Context: an optimization exercise on an open-source flow, tuned for small area, a short achievable clock period and few clock cycles per item. The choices shown serve that exercise and are no tape-out recipe. The RTL of this run was laid out without a check of its function. No activity file was given, so power comes from the tool's default toggle rates.

**design/flow/config.mk**
```make
export PLATFORM = sky130hd
export DESIGN_NAME = fsm_Hand
export DESIGN_NICKNAME = fsm_Hand
export VERILOG_FILES = /design/flow/design.v
export SDC_FILE = /design/flow/constraint.sdc
export NUM_CORES = 4
export LEC_CHECK = 0
export CAP_MARGIN = 20
export CORE_MARGIN = 2
export CORE_UTILIZATION = 65
export CTS_CLUSTER_DIAMETER = 60
export CTS_CLUSTER_SIZE = 30
export SETUP_SLACK_MARGIN = 4.6
export SLEW_MARGIN = 20
```
**design/flow/constraint.sdc**
```tcl
create_clock -name core_clock -period 7.0 [get_ports {clk}]
set_input_delay 1.4000 -clock core_clock [delete_from_list [all_inputs] [get_ports {clk}]]
set_output_delay 1.4000 -clock core_clock [all_outputs]
set_load 0.01 [all_outputs]
```
**design/flow/design.v**
```verilog
module svmstorage #(parameter W = 10, parameter DEPTH = 1) (
    input                  clk,
    input                  en,
    input                  ld,
    input      [W-1:0]     din,
    output     [W-1:0]     head,
    output     [W-1:0]     tail,
    output     [W-1:0]     pre
);
reg [W-1:0] q [0:DEPTH-1];
integer n;
always @(posedge clk) begin
    if (en | ld)
        q[0] <= din;
    if (en)
        for (n = 1; n < DEPTH; n = n + 1)
            q[n] <= q[n-1];
end
assign head = q[0];
assign tail = q[DEPTH-1];
assign pre  = q[(DEPTH > 1) ? DEPTH-2 : 0];
endmodule
module testDataModule (
    input              pass,
    input              dbl,
    input              ng,
    input      [10:0]  v,
    output     [11:0]  u
);
wire [11:0] vs  = {v[10], v};
wire [11:0] mag = ({12{pass}} & vs) | ({12{dbl}} & {vs[10:0], 1'b0});
wire [11:0] t   = mag ^ {12{ng}};
assign u = {~t[11], t[10:0]};
endmodule
module fsm_Hand(clk,rst,start,ready,result,write1,write2,SVMin,datain);
input clk,rst,start;
input write1;
input write2;
input signed [8:0] SVMin;
input signed [1:0] datain;
output result;
output ready;
reg ready;
reg result;
localparam IDLE = 2'd0, LW = 2'd1, LX = 2'd2, CP = 2'd3;
reg [1:0] st;
reg [3:0] row, col, k;
wire wbeat = (st == LW) & write1;
wire xbeat = (st == LX) & write2;
reg fin;
always @(posedge clk or negedge rst)
    if (!rst) begin
        st <= IDLE; ready <= 1'b0;
    end else
        case (st)
        IDLE: if (start) begin
                st <= LW; ready <= 1'b0;
              end
        LW:   if (write1 && row == 4'd10 && col == 4'd10) st <= LX;
        LX:   if (write2 && k == 4'd10) st <= CP;
        CP:   if (fin) begin
                ready <= 1'b1;
                st    <= IDLE;
              end
        endcase
always @(posedge clk) begin
    if (st == IDLE) begin
        row <= 4'd0; col <= 4'd0; k <= 4'd0;
    end else begin
        if (wbeat) begin
            if (col == 4'd10) begin
                col <= 4'd0; row <= row + 4'd1;
            end else
                col <= col + 4'd1;
        end
        if (xbeat) k <= k + 4'd1;
    end
end
reg [1:0] xv [0:8];
reg [8:0] kgt;                  
reg [3:0] negs;
wire dm1 = datain[0];
wire dm2 = datain[1] & ~datain[0];
wire ds  = datain[1];
always @(posedge clk) begin : xh
    integer i;
    for (i = 0; i <= 8; i = i + 1)
        if (xbeat && k == i) xv[i] <= datain;
    if (st == IDLE) begin
        negs <= 4'd0; kgt <= 9'd0;
    end else if (xbeat) begin
        negs <= negs + {3'd0, ds}; kgt <= {kgt[7:0], 1'b1};
    end
end
reg [8:0]  Wq;
reg [8:0]  enR;
reg        enN, ldN, den, rot;
reg [9:0]  rtail;
reg        sp, sd, sn;          
reg        dq1, dq4;            
reg        first, lastL;
reg        dfx;                 
reg        lp, ld, ln;          
reg        sp1, sd1, sn1, dq11, dq41, first1, last1, dfx1;
always @(posedge clk) begin : ctl
    integer i;
    Wq  <= SVMin;
    for (i = 0; i <= 8; i = i + 1)
        enR[i] <= (wbeat & (((row == i) & (col >= i + 2)) | ((row >= i + 2) & (col == i)))) |
                  (xbeat & kgt[i]);
    enN <= (wbeat & (col == row + 4'd1)) | xbeat;
    ldN <= wbeat & (col + 4'd1 == row);
    den <= wbeat & (col == row);
    rot <= col < row;
    lp  <= xbeat & dm1;
    ld  <= xbeat & dm2;
    ln  <= xbeat & ds;
    sp1 <= xbeat & (k != 4'd0) & dm1;
    sd1 <= xbeat & (k != 4'd0) & dm2;
    sn1 <= xbeat & (k != 4'd0) & ds;
    dq11 <= xbeat & dm1;
    dq41 <= xbeat & dm2;
    first1 <= xbeat & (k == 4'd0);
    last1  <= xbeat & (k == 4'd10);
    dfx1   <= xbeat;
    sp <= sp1; sd <= sd1; sn <= sn1; dq1 <= dq11; dq4 <= dq41;
    first <= first1; lastL <= last1; dfx <= dfx1;
    fin   <= lastL;
end
wire [9:0] tail [0:8];
wire [9:0] ntail, npre, nhead;
wire [8:0] dtail;
reg [9:0] rnext;
always @* begin : rsel_mux
    integer i;
    rnext = (col + 4'd1 == row) ? nhead : 10'd0;
    for (i = 0; i <= 8; i = i + 1)
        rnext = rnext | ({10{col == i && col + 4'd1 != row}} & tail[i]);
end
always @(posedge clk)
    rtail <= rnext;
wire [9:0] Wx = {Wq[8], Wq};
wire [9:0] hin = rot ? (rtail + Wx) : Wx;
genvar g;
generate
    for (g = 0; g <= 8; g = g + 1) begin : row_q
        svmstorage #(.W(10), .DEPTH(9 - g)) q (.clk(clk), .en(enR[g]), .ld(1'b0),
                                               .din(hin), .head(), .tail(tail[g]), .pre());
    end
endgenerate
svmstorage #(.W(10), .DEPTH(10)) nq (.clk(clk), .en(enN), .ld(ldN),
                                     .din(hin), .head(nhead), .tail(ntail), .pre(npre));
svmstorage #(.W(9), .DEPTH(11)) dq (.clk(clk), .en(den | dfx), .ld(1'b0),
                                    .din(Wq), .head(), .tail(dtail), .pre());
function [31:0] csa;            
    input [15:0] a, b, c;
    begin
        csa[15:0]  = a ^ b ^ c;
        csa[31:16] = {((a & b) | (a & c) | (b & c)), 1'b0};
    end
endfunction
wire [11:0] u [0:9];
wire [15:0] z [0:9];
reg [8:0] tp, td, tn;
always @(posedge clk) begin : tc
    integer i;
    for (i = 0; i <= 8; i = i + 1) begin
        tp[i] <= xbeat & kgt[i] & xv[i][0];
        td[i] <= xbeat & kgt[i] & xv[i][1] & ~xv[i][0];
        tn[i] <= xbeat & kgt[i] & xv[i][1];
    end
end
generate
    for (g = 0; g <= 8; g = g + 1) begin : term
        testDataModule t (.pass(tp[g]), .dbl(td[g]), .ng(tn[g]),
                          .v({tail[g][9], tail[g]}), .u(u[g]));
        assign z[g] = {4'd0, u[g]};
    end
endgenerate
wire [31:0] l1a = csa(z[0], z[1], z[2]);
wire [31:0] l1b = csa(z[3], z[4], z[5]);
wire [31:0] l1c = csa(z[6], z[7], z[8]);
wire [31:0] l2a = csa(l1a[15:0], l1a[31:16], l1b[15:0]);
wire [31:0] l2b = csa(l1b[31:16], l1c[15:0], l1c[31:16]);
reg  [15:0] F [0:3];
reg         vB, vC;             
reg  [3:0]  negsB;
always @(posedge clk) begin
    F[0] <= l2a[15:0]; F[1] <= l2a[31:16];
    F[2] <= l2b[15:0]; F[3] <= l2b[31:16];
    vB   <= xbeat;
    vC   <= vB;
    negsB <= negs;
end
reg  [11:0] ul;
testDataModule tl (.pass(lp), .dbl(ld), .ng(ln), .v({ntail[9], ntail}), .u(u[9]));
always @(posedge clk)
    ul <= u[9];
assign z[9] = {4'd0, ul};
wire [15:0] zc = {12'hB00, negsB};
wire [31:0] m1a = csa(F[0], F[1], F[2]);
wire [31:0] m1b = csa(F[3], z[9], zc);
wire [31:0] m2  = csa(m1a[15:0], m1a[31:16], m1b[15:0]);
wire [31:0] m3  = csa(m2[15:0], m2[31:16], m1b[31:16]);
reg  [15:0] E0, E1;
always @(posedge clk)
    if (vC) begin
        E0 <= m3[15:0]; E1 <= m3[31:16];
    end
wire [15:0] g0 = ({16{sp}} & E0) | ({16{sd}} & {E0[14:0], 1'b0});
wire [15:0] g1 = ({16{sp}} & E1) | ({16{sd}} & {E1[14:0], 1'b0});
wire [15:0] o0 = g0 ^ {16{sn}};
wire [15:0] o1 = g1 ^ {16{sn}};
wire [15:0] dx = {{7{dtail[8]}}, dtail};
wire [15:0] dterm = ({16{dq1}} & dx) | ({16{dq4}} & {dx[13:0], 2'b00});
reg  [15:0] Ss, Sc;
wire [15:0] s0 = first ? 16'd255 : Ss;
wire [15:0] c0 = first ? 16'd0   : Sc;
wire [31:0] n1 = csa(s0, c0, dterm);
wire [31:0] n2 = csa(n1[15:0], {n1[31:17], sn}, o0);
wire [31:0] n3 = csa(n2[15:0], {n2[31:17], sn}, o1);
always @(posedge clk) begin
    Ss <= n3[15:0];
    Sc <= n3[31:16];
end
wire [15:0] rp = Ss ^ Sc;
wire [15:0] rg = Ss & Sc;
wire        rzero = (rp == {(Ss[14:0] | Sc[14:0]), 1'b0});
reg  [14:0] G [0:4];
reg  [14:0] Pp [0:4];
always @* begin : ks
    integer lv, b, d;
    G[0] = rg[14:0]; Pp[0] = rp[14:0];
    for (lv = 1; lv <= 4; lv = lv + 1) begin
        d = 1 << (lv - 1);
        for (b = 0; b < 15; b = b + 1)
            if (b >= d) begin
                G[lv][b]  = G[lv-1][b] | (Pp[lv-1][b] & G[lv-1][b-d]);
                Pp[lv][b] = Pp[lv-1][b] & Pp[lv-1][b-d];
            end else begin
                G[lv][b]  = G[lv-1][b];
                Pp[lv][b] = Pp[lv-1][b];
            end
    end
end
wire rsign = rp[15] ^ G[4][14];
always @(posedge clk)
    result <= ~rsign & ~rzero;
endmodule
```
**design/flow/run.sh**
```bash
#!/bin/bash
# synth_recipe.tcl (not shown) runs the flow's synth.tcl, then flattens the netlist and writes it again
# the make line also repeats each setting of config.mk as NAME=value (left out here)
make -C /OpenROAD-flow-scripts/flow DESIGN_CONFIG=/design/flow/config.mk WORK_HOME=/design/flow/orfs CLKGATE_MAP_FILE= SYNTH_SCRIPT=/design/flow/synth_recipe.tcl finish
```
==> notes.md <==
layout make-up:
type	count	area [sq um]	share of cell area (%)
Inverter	165	627	1.66
Clock inverter	31	527	1.39
Sequential cell	899	25000	66.2
Tap cell	688	861	2.28
Multi-Input combinational cell	953	9100	24.1
Clock buffer	53	1240	3.28
Timing Repair Buffer	43	408	1.08
metal layers:
metal / global-route usage [%] / part of all wire, % / vias up
li1: - / - / 7539
met1: 35.4 / 42 / 8302
met2: 40.4 / 48 / 503
met3: 4.12 / 5.7 / 109
met4: 9.00 / 3.6 / 0
met5: 0 / 0 / -
final timing paths:
check / from / end / slack, ns
min reg2reg: first1$_DFF_P_ / first$_DFF_P_ / 0.35
max in group asynchronous: rst / st[1]$_DFFE_PN0P_ / 5.88
max reg2reg: dq.q[10][8]$_DFFE_PP_ / Ss[8]$_DFF_P_ / 4.52
min in group asynchronous: rst / st[0]$_DFFE_PN0P_ / 0.96
min: first1$_DFF_P_ / first$_DFF_P_ / 0.35
max: ready$_DFFE_PN0P_ / ready / 4.44
power breakdown:
group | total, mW | switching [mW] | internal, mW
sequential | 7.13 | 0.425 | 6.71
clock | 3.32 | 1.78 | 1.55
combinational | 2.30 | 1.43 | 0.870
state kept, by name (all words and copies together) (netlist names), 2 cells and up:
name       count
st             2
xv            18
ul            12
negsB          4
dq.q          99
E1            14
td             9
k              4
Ss            16
tn             9
nq.q         100
Wq             9
negs           4
col            4
rtail         10
F             50
enR            9
E0            15
tp             9
row_q.q.q    450
kgt            9
Sc            15
row            4
synthesized netlist by cell type (4+ instances only):
library cell	instances	area, sq um
a21oi_1	37	185
a222oi_1	10	100
a22o_1	7	61.3
a22oi_1	136	1020
a31oi_1	13	81.3
a32oi_1	4	35.0
and2_1	10	62.6
and3_1	28	175
and3b_1	9	78.8
buf_1	8	30.0
buf_2	12	60.1
clkbuf_1	57	214
dfxtp_1	200	4000
edfxtp_1	696	20900
fa_1	137	2740
ha_1	79	988
inv_1	161	604
inv_2	4	15.0
mux2_1	6	67.6
mux2_2	8	90.1
mux2i_1	9	90.1
nand2_1	78	293
nand2b_1	11	68.8
nand3_1	11	55.1
nand3b_1	5	37.5
nand4_1	4	25.0
nor2_1	53	199
nor2b_1	14	87.6
nor3_1	6	30.0
o211ai_1	13	97.6
o21ai_0	13	65.1
o21ai_1	26	130
or2_1	4	25.0
xnor2_1	119	1040
xor2_1	57	499
cell usage in the layout (no fill, tap or decap), drive strengths merged, types with 16 or more instances in the layout:
cell type | synthesis | final
edfxtp | 696 | 696
dfxtp | 200 | 200
inv | 165 | 176
fa | 137 | 137
a22oi | 136 | 136
xnor2 | 119 | 119
ha | 79 | 79
nand2 | 78 | 78
xor2 | 58 | 58
clkbuf | 57 | 54
nor2 | 53 | 53
o21ai | 39 | 39
a21oi | 37 | 37
and3 | 28 | 28
buf | 21 | 27
clkinv | 0 | 16
kinds of logic (layout without fill, tap and decap cells):
group                      Yosys count  in the layout  share of synthesized area [%]
DFF                                899            899                           71.9
AOI/OAI and AO/OA                  284            284                           5.74
and+or+nand+nor                    253            253                           3.74
buffers and inverters              243            292                           2.68
adders and majority gates          216            216                           10.7
xor gates and xnor gates           177            177                           4.48
muxes                               23             23                          0.713
repair_timing:
| item | CTS | global route |
|---|---|---|
| gates cloned | 0 | 1 |
| resized for setup | 54 | 40 |
| buffers inserted | 2 | 9 |
| hold buffers | 0 | 0 |
| endpoints found under the setup margin | 158 | 78 |
| pin swaps | 10 | 9 |
per-stage QoR:
step	area, sq um	std cells	total power, mW
2_1_floorplan	34700	2095	8.54
3_3_place_gp	35600	2735	9.25
3_5_place_dp	35600	2735	9.37
4_1_cts	37500	2821	12.7
5_1_grt	37800	2832	13.4
6_report	37800	2832	12.8
==> results.cfg <==
[place]
io_buffers = 17
hpwl_um = 47500
finalWeightedCongestion = 0.930
post-place-ws_ns = 3.43

[die]
ios = 18
start_util_pct = 66.0
rows = 84
die_h_um = 235
die_area_sq_mm = 0.0553
core_area_sq_mm = 0.0527
die_x_um = 235

[cts]
clock_path_buffers = 3
numCtsBuffers = 47
ctsRootBufferMaster = clkbuf_16
cts.clk_slew.worst_paths_ns = 0.11
cts_tree = built
numClockSinks = 899
h-tree-depth = 2
worstSkewPairLatency_ns = 0.62

[worst_setup_path]
crit_buf_inv = 1
crit_path_max_incr_delay_ns = 0.41
cp-start-kind = flip-flop
required_ns = 5.60
cp.arrival_ns = 1.16
path_class = reg2out
path_max_fanout = 2
crit_cells = 1
endpoint_kind = output pin
rr_worst_depth = 6
crit_path_top_delay_cell = dfrtp_1
path_delay_family = flip-flops
critical_path.cell_chain = buf_2

[timing]
layout_min_cycle_time_ns = 2.56
hold-worst-slack_ns = 0.345
setup_viol = 0
fmax_mhz = 390
relSlewSlack_pct = 26.5
finalHoldViolCount = 0
timing.setup.tns_ns = 0
fin_crit_sh_pct = 36.6
final.setup_skew_ns = 0.0370
setup_ws_ns = 4.44
rsz0062_at_grt = yes
maxSlewViolCount = 0
tightestPinTransition_ns = 1.10

[yosys]
avgSynthCellArea_sq_um = 16.6
synthCells = 2095
yosys_warnings = 31
synth_edf_count = 696
synth_nets = 2327
netlist_area_sq_mm = 0.0347
synth_cell_type_count = 67
ys_ff_latch = 899
ys_seq_area_share_pct = 71.9
ys.flop_type = edfxtp_1
synthArstFlopShare_pct = 0.334

[routing]
post_drt_wl_per_cell_um = 24.1
dr_total_vias = 16500
via_per_inst = 5.81
ant_nets = 0
route.detailed.drc = 0
initialDrtViolationCount = 1796
drt_pre_antenna_iters = 6
routed_wirelength_um = 68300

[power]
peakVddDrop_uv = 316
cellLeakagePower_nw = 13.3
power.density_mw_per_mm2 = 337

[flow_run]
drv_cap = 0

[hold_path]
hold_depth = 0
hold_class = reg2reg

[outcome]
outcome = no timing/DRC/antenna violations

[global_routing]
grt_pass1_wl_um = 103000
grt_pass1_vias = 16600
grt_max_degree = 100
gr-usage-all-layers_pct = 25.1
antenna_found_initial = 1
grt-ovfl-total = 0

[finish]
nets = 2341
antenna_cells = 0
syn_to_final_growth_pct = 8.85
fill_cells = 3218
drive_gt1_share_pct = 9.33
final_util_pct = 71.8

[separate check: timing with driven ports]
The flow's constraints put no driver on any port. The routed layout listed below was extracted and timed again, unchanged, in two steps.
Step 1, drivers: a clkbuf_16 drives clk and a buf_2 each remaining input, both assumed.
Step 2 also shifts input and output timing later by t, the mid clock arrival at the registers, as if the neighbouring blocks saw the same clock.
Three values: ideal, step 1, step 2; two values: the first two.
t (ns): 0.661
setup WS [ns]: 4.436 / 4.377 / 3.953
clock arrival spread, ns: 0.037 / 0.037
worst data-port slew with drivers (ns): 0.06
cell pins on the clock port's net: 1
After both steps this run still meets setup and hold. For this run, drivers alone change the setup slack by -0.059 ns; drivers and shift together by -0.483 ns.
